What follows belongs to an exercise in optimizing a design on an open flow for small area; a production flow would make more cautious choices. RTL that was checked went through simulation tests only; none was proved equivalent to the original. The clock port is modelled as an ideal driver, which makes a skipped or thinned clock tree look cheaper than it is; a real chip needs a root buffer or a tree.

==> module top, before the edit <==
module top (
    input  clk,
    input  n_rst,
    input  rxd,
    output txd
);
    localparam PARSE = 2'd0, COMP = 2'd1, OUTP = 2'd2, ZF = 2'd3;
    reg  [4:0]  c;       
    reg  [1:0]  mode;
    reg  [3:0]  n;       
    reg  [4:0]  seq;     
    reg  [15:0] A, B;
    reg  [32:0] R;
    reg  [7:0]  SR;      
    reg         sgn;     
    reg         opl;     
    reg         opy;     
    reg         C;       
    wire sa = SR[7];
    wire sb = SR[6];
    wire d  = SR[5];     
    wire parse = (mode == PARSE);
    wire comp  = (mode == COMP);
    wire outp  = (mode == OUTP);
    wire smp   = (c[3:0] == 4'hf);
    wire c0    = (c == 5'd0);
    wire c1    = (c == 5'd1);
    wire c16   = (c == 5'd16);
    wire c31   = (c == 5'd31);
    wire mul   = opl & ~opy;
    wire div   = opl & opy;
    wire sub   = ~opl & opy;
    wire zfill    = (mode == ZF);                  
    wire rxp      = parse | zfill;
    wire rx_bit   = parse & (n != 4'd0) & (n != 4'd9) & smp;
    wire win      = parse & (n == 4'd9);           
    wire win_end  = win & smp;
    wire digit    = SR[4] | SR[6];                  
    wire fieldA   = (seq >= 5'd3) & (seq <= 5'd7);
    wire fieldB   = (seq >= 5'd9) & (seq <= 5'd12);
    wire insA     = win & fieldA & digit;
    wire insB     = win & fieldB & digit;
    wire step  = comp & opl & seq[4];
    wire shl   = step | (comp & div & (seq == 5'd0) & ~c[4]);
    wire T     = shl ? R[32] : R[31];
    wire load = outp & n[3] & (c[4:2] == {~seq[2] ^ div, ~seq[1], ~seq[0]});
    reg X, Ys, inv, init, cinv, wA, wB, wR, qinv, updd;
    always @(*) begin
        X = 1'b0; Ys = 1'b0; inv = 1'b0; init = 1'b0; cinv = 1'b0;
        wA = 1'b0; wB = 1'b0; wR = 1'b0; qinv = 1'b0; updd = 1'b0;
        if (parse) begin
            if (insA | insB) begin
                X = SR[0];
                Ys = SR[6] & ((c[3:0] == 4'd0) | (c[3:0] == 4'd3));
                init = (c[3:0] == 4'd0);
                wA = insA; wB = insB;
            end
        end else if (comp) begin
            if (~opl) begin
                if (seq == 5'd14) begin          
                    Ys = c[4] ? (sgn & sa) : A[15];
                    init = c0; wR = 1'b1;
                end else if (seq == 5'd15) begin  
                    X = T; Ys = c[4] ? (sgn & sb) : B[15];
                    inv = sub; init = c0; cinv = sub; wR = 1'b1;
                end
            end else if ((seq == 5'd14) | (seq == 5'd2)) begin
                Ys = c[4] ? B[15] : A[15];
                inv = 1'b1; init = c0 | c16; cinv = 1'b1;
                wA = ~c[4] & sgn & sa; wB = c[4] & sgn & sb;
            end else if (seq == 5'd15) begin
                Ys = mul ? (c[4] & B[15]) : (~c[4] & A[15]);
                init = c0; wR = 1'b1; updd = 1'b1;
            end else if (step) begin
                if (mul) begin                   
                    X = ~c0 & T;
                    Ys = ~c[4] & (c0 ? R[0] : d) & A[15];
                    init = c0; wR = 1'b1;
                end else if (c0 & (seq != 5'd16)) begin
                    X = T; inv = ~d; wR = 1'b1; qinv = 1'b1; updd = 1'b1;
                end else if (c[4]) begin         
                    X = T; Ys = B[15]; inv = ~d; init = c16; cinv = ~d;
                    wR = 1'b1;
                end
            end else if (seq == 5'd0) begin
                if (div) begin
                    if (c0) begin
                        X = T; inv = ~d; wR = 1'b1; qinv = 1'b1; updd = 1'b1;
                    end else if (c[4]) begin     
                        X = T; Ys = d & B[15]; init = c16; wR = 1'b1;
                    end
                end
            end else if (seq == 5'd1) begin
                if (sgn & (sa ^ sb) & (mul | ~c[4])) begin
                    Ys = T; inv = 1'b1; init = c0; cinv = 1'b1; wR = 1'b1;
                end
            end
        end
    end
    wire Y   = Ys ^ inv;
    wire Ce  = init ? cinv : C;
    wire sum = X ^ Y ^ Ce;
    wire Cn  = (X & Y) | (X & Ce) | (Y & Ce);
    always @(posedge clk or negedge n_rst)
        if (!n_rst) c <= 5'd0;
        else c <= c + 5'd1;
    always @(posedge clk) begin
        A <= {A[14:0], ~zfill & (wA ? sum : A[15])};
        B <= {B[14:0], ~zfill & (wB ? sum : B[15])};
    end
    always @(posedge clk)
        R <= {R[31:0], wR ? (sum ^ qinv) : T};
    always @(posedge clk) begin
        C <= Cn;
    end
    always @(posedge clk) begin
        if (rx_bit) SR <= {rxd, SR[7:1]};
        else if (insA | insB | load)
            SR[3:0] <= {load ? R[31] : insA ? A[15] : B[15], SR[3:1]};
        if (win_end & (seq == 5'd2)) sgn <= ~SR[2];
        if (win_end & (seq == 5'd8)) begin
            opl <= ~SR[0] | (SR[1] & SR[2]);
            opy <= SR[2];
        end
        if (updd) SR[5] <= sum & ~(comp & (seq == 5'd15));
        else if (step & mul & c0) SR[5] <= R[0];
        if (comp & (seq == 5'd13) & smp) begin
            SR[7] <= A[15];
            SR[6] <= B[15];
        end
    end
    always @(posedge clk or negedge n_rst)
        if (!n_rst) begin
            mode <= ZF;
            n <= 4'd0;
            seq <= 5'd0;
        end else begin
            if (smp) begin
                if (n == 4'd9) n <= 4'd0;
                else if ((n != 4'd0) | ~rxp | ~rxd) n <= n + 4'd1;
            end
            case (mode)
                ZF: if (smp) mode <= PARSE;
                PARSE: begin
                    if (win_end) begin
                        if (seq == 5'd0) seq <= (SR == 8'h49) ? 5'd1 : 5'd0;
                        else if (seq == 5'd13) begin
                            mode <= COMP;
                        end else seq <= seq + 5'd1;
                    end
                end
                COMP: begin
                    if (c31) begin
                        if (seq != 5'd3) seq <= seq + 5'd1;
                        else if (n[3:1] == 3'b011) begin
                            mode <= OUTP;
                            seq <= 5'd0;
                        end
                    end
                end
                default: begin
                    if (smp & (n == 4'd9)) begin
                        if (seq == 5'd8) begin
                            mode <= PARSE;
                            seq <= 5'd0;
                        end else seq <= seq + 5'd1;
                    end
                end
            endcase
        end
    wire [3:0] dg = SR[3:0];
    wire       L  = dg[3] & (dg[2] | dg[1]);
    wire [3:0] e  = dg + {1'b0, L, L, L};
    reg tx;
    always @(*) begin
        if (~outp | (seq == 5'd0)) tx = 1'b1;
        else case (n)
            4'd0: tx = 1'b0;
            4'd1: tx = e[0];
            4'd2: tx = e[1];
            4'd3: tx = e[2];
            4'd4: tx = e[3];
            4'd5: tx = ~L;
            4'd6: tx = 1'b1;
            4'd7: tx = L;
            4'd8: tx = 1'b0;
            default: tx = 1'b1;
        endcase
    end
    assign txd = tx;
endmodule
Settings: LEC_CHECK=0, CAP_MARGIN=20, CORE_MARGIN=2, CORE_UTILIZATION=40, PLACE_DENSITY=0.6, SLEW_MARGIN=20; clock period 14.0 ns.
standard.sh (not shown) runs the stock make flow with config.mk's settings and CLKGATE_MAP_FILE= SYNTH_SCRIPT=/design/flow/synth_recipe.tcl, a recipe that flattens the netlist after the stock synthesis.
==> flow/flow/run.sh <==
#!/bin/bash
# Layout flow: the standard flow, except that synthesis maps the logic
# with yosys's default abc script (no full-adder extraction), and CTS uses
# the arguments in flow/cts_args.txt, after which flow/post_cts.tcl
# merges the leaf clusters in pairs (4 clkbuf_16 leaves, no root), and
# the port buffers are buf_1.  Registers are the standard ones.
set -euo pipefail
W=$(pwd)
CTS="$(cat $W/flow/cts_args.txt 2>/dev/null || true)"
# synthesis with our script
sed -e "s|SYNTH_SCRIPT=[^ ]*|SYNTH_SCRIPT=$W/flow/synth.tcl ADDER_MAP_FILE=|" standard.sh > my_synth.sh
bash my_synth.sh synth > synth.log 2>&1
# the rest of the standard flow
if [[ -n "$CTS" ]]; then
  sed -e "s|SYNTH_SCRIPT=[^ ]*|& CTS_ARGS='$CTS' POST_CTS_TCL=$W/flow/post_cts.tcl BUFFER_PORTS_ARGS='-buffer_cell sky130_fd_sc_hd__buf_1'|" standard.sh > my_std.sh
else
  cp standard.sh my_std.sh
fi
bash my_std.sh > layout.log 2>&1
Other scripts of this flow, unchanged in this note and not shown: flow/flow/cts_args.txt, flow/flow/post_cts.tcl, flow/flow/synth.tcl
Rerun with:
--- a/flow/design.v
+++ b/flow/design.v
@@ -17,9 +17,9 @@
     reg         opl;     
     reg         opy;     
     reg         C;       
+    reg         d;       
     wire sa = SR[7];
     wire sb = SR[6];
-    wire d  = SR[5];     
     wire parse = (mode == PARSE);
     wire comp  = (mode == COMP);
     wire outp  = (mode == OUTP);
@@ -45,10 +45,10 @@
     wire shl   = step | (comp & div & (seq == 5'd0) & ~c[4]);
     wire T     = shl ? R[32] : R[31];
     wire load = outp & n[3] & (c[4:2] == {~seq[2] ^ div, ~seq[1], ~seq[0]});
-    reg X, Ys, inv, init, cinv, wA, wB, wR, qinv, updd;
+    reg X, Ys, inv, init, cinv, wA, wB, wR, qinv;
     always @(*) begin
         X = 1'b0; Ys = 1'b0; inv = 1'b0; init = 1'b0; cinv = 1'b0;
-        wA = 1'b0; wB = 1'b0; wR = 1'b0; qinv = 1'b0; updd = 1'b0;
+        wA = 1'b0; wB = 1'b0; wR = 1'b0; qinv = 1'b0;
         if (parse) begin
             if (insA | insB) begin
                 X = SR[0];
@@ -71,14 +71,14 @@
                 wA = ~c[4] & sgn & sa; wB = c[4] & sgn & sb;
             end else if (seq == 5'd15) begin
                 Ys = mul ? (c[4] & B[15]) : (~c[4] & A[15]);
-                init = c0; wR = 1'b1; updd = 1'b1;
+                init = c0; wR = 1'b1;
             end else if (step) begin
                 if (mul) begin                   
                     X = ~c0 & T;
                     Ys = ~c[4] & (c0 ? R[0] : d) & A[15];
                     init = c0; wR = 1'b1;
                 end else if (c0 & (seq != 5'd16)) begin
-                    X = T; inv = ~d; wR = 1'b1; qinv = 1'b1; updd = 1'b1;
+                    X = T; inv = ~d; wR = 1'b1; qinv = 1'b1;
                 end else if (c[4]) begin         
                     X = T; Ys = B[15]; inv = ~d; init = c16; cinv = ~d;
                     wR = 1'b1;
@@ -86,7 +86,7 @@
             end else if (seq == 5'd0) begin
                 if (div) begin
                     if (c0) begin
-                        X = T; inv = ~d; wR = 1'b1; qinv = 1'b1; updd = 1'b1;
+                        X = T; inv = ~d; wR = 1'b1; qinv = 1'b1;
                     end else if (c[4]) begin     
                         X = T; Ys = d & B[15]; init = c16; wR = 1'b1;
                     end
@@ -113,6 +113,9 @@
         R <= {R[31:0], wR ? (sum ^ qinv) : T};
     always @(posedge clk) begin
         C <= Cn;
+        if (comp & (seq == 5'd15)) d <= 1'b0;
+        else if (step & c0) d <= mul ? R[0] : (seq == 5'd16) ? 1'b0 : T ^ ~d ^ C;
+        else if (comp & (seq == 5'd0) & c0) d <= T ^ ~d ^ C;
     end
     always @(posedge clk) begin
         if (rx_bit) SR <= {rxd, SR[7:1]};
@@ -123,8 +126,6 @@
             opl <= ~SR[0] | (SR[1] & SR[2]);
             opy <= SR[2];
         end
-        if (updd) SR[5] <= sum & ~(comp & (seq == 5'd15));
-        else if (step & mul & c0) SR[5] <= R[0];
         if (comp & (seq == 5'd13) & smp) begin
             SR[7] <= A[15];
             SR[6] <= B[15];
=> The new run went through all stages and came out clean; final cell count rises by 1.6%; global-route usage barely changes; hold slack gets worse by 0.0047 ns; design area goes up by about 1.4%; fmax is lower by about 2.4%; non-clock buffer count is unchanged; wire length came out higher by 1.9%.
Function not checked in the second run of this note: the RTL went through the layout flow alone.

==> re-timing with driven ports <==
No port has a modelled driver above. Below, the same layouts with a new extraction and two added sets of constraints.
Step 1 sets driving cells, clkbuf_16 on the clock port and buf_2 on the other inputs (assumed; they add their load-dependent delay and slew).
Step 2 also shifts input and output timing later by t, the mid clock arrival at the registers, as if the neighbouring blocks saw the same clock.
a / b / c = no drivers / after step 1 / after step 2; a / b = the first two.
run | t (ns) | setup WS [ns] | worst register clock-pin slew, ns | pins driven straight from the clock port
the first run | 0.227 | 9.399 / 9.323 / 9.550 | 0.10 / 0.10 | 4
the second run | 0.231 | 9.285 / 9.208 / 9.439 | 0.11 / 0.11 | 4
After both steps every run listed still meets setup and hold.
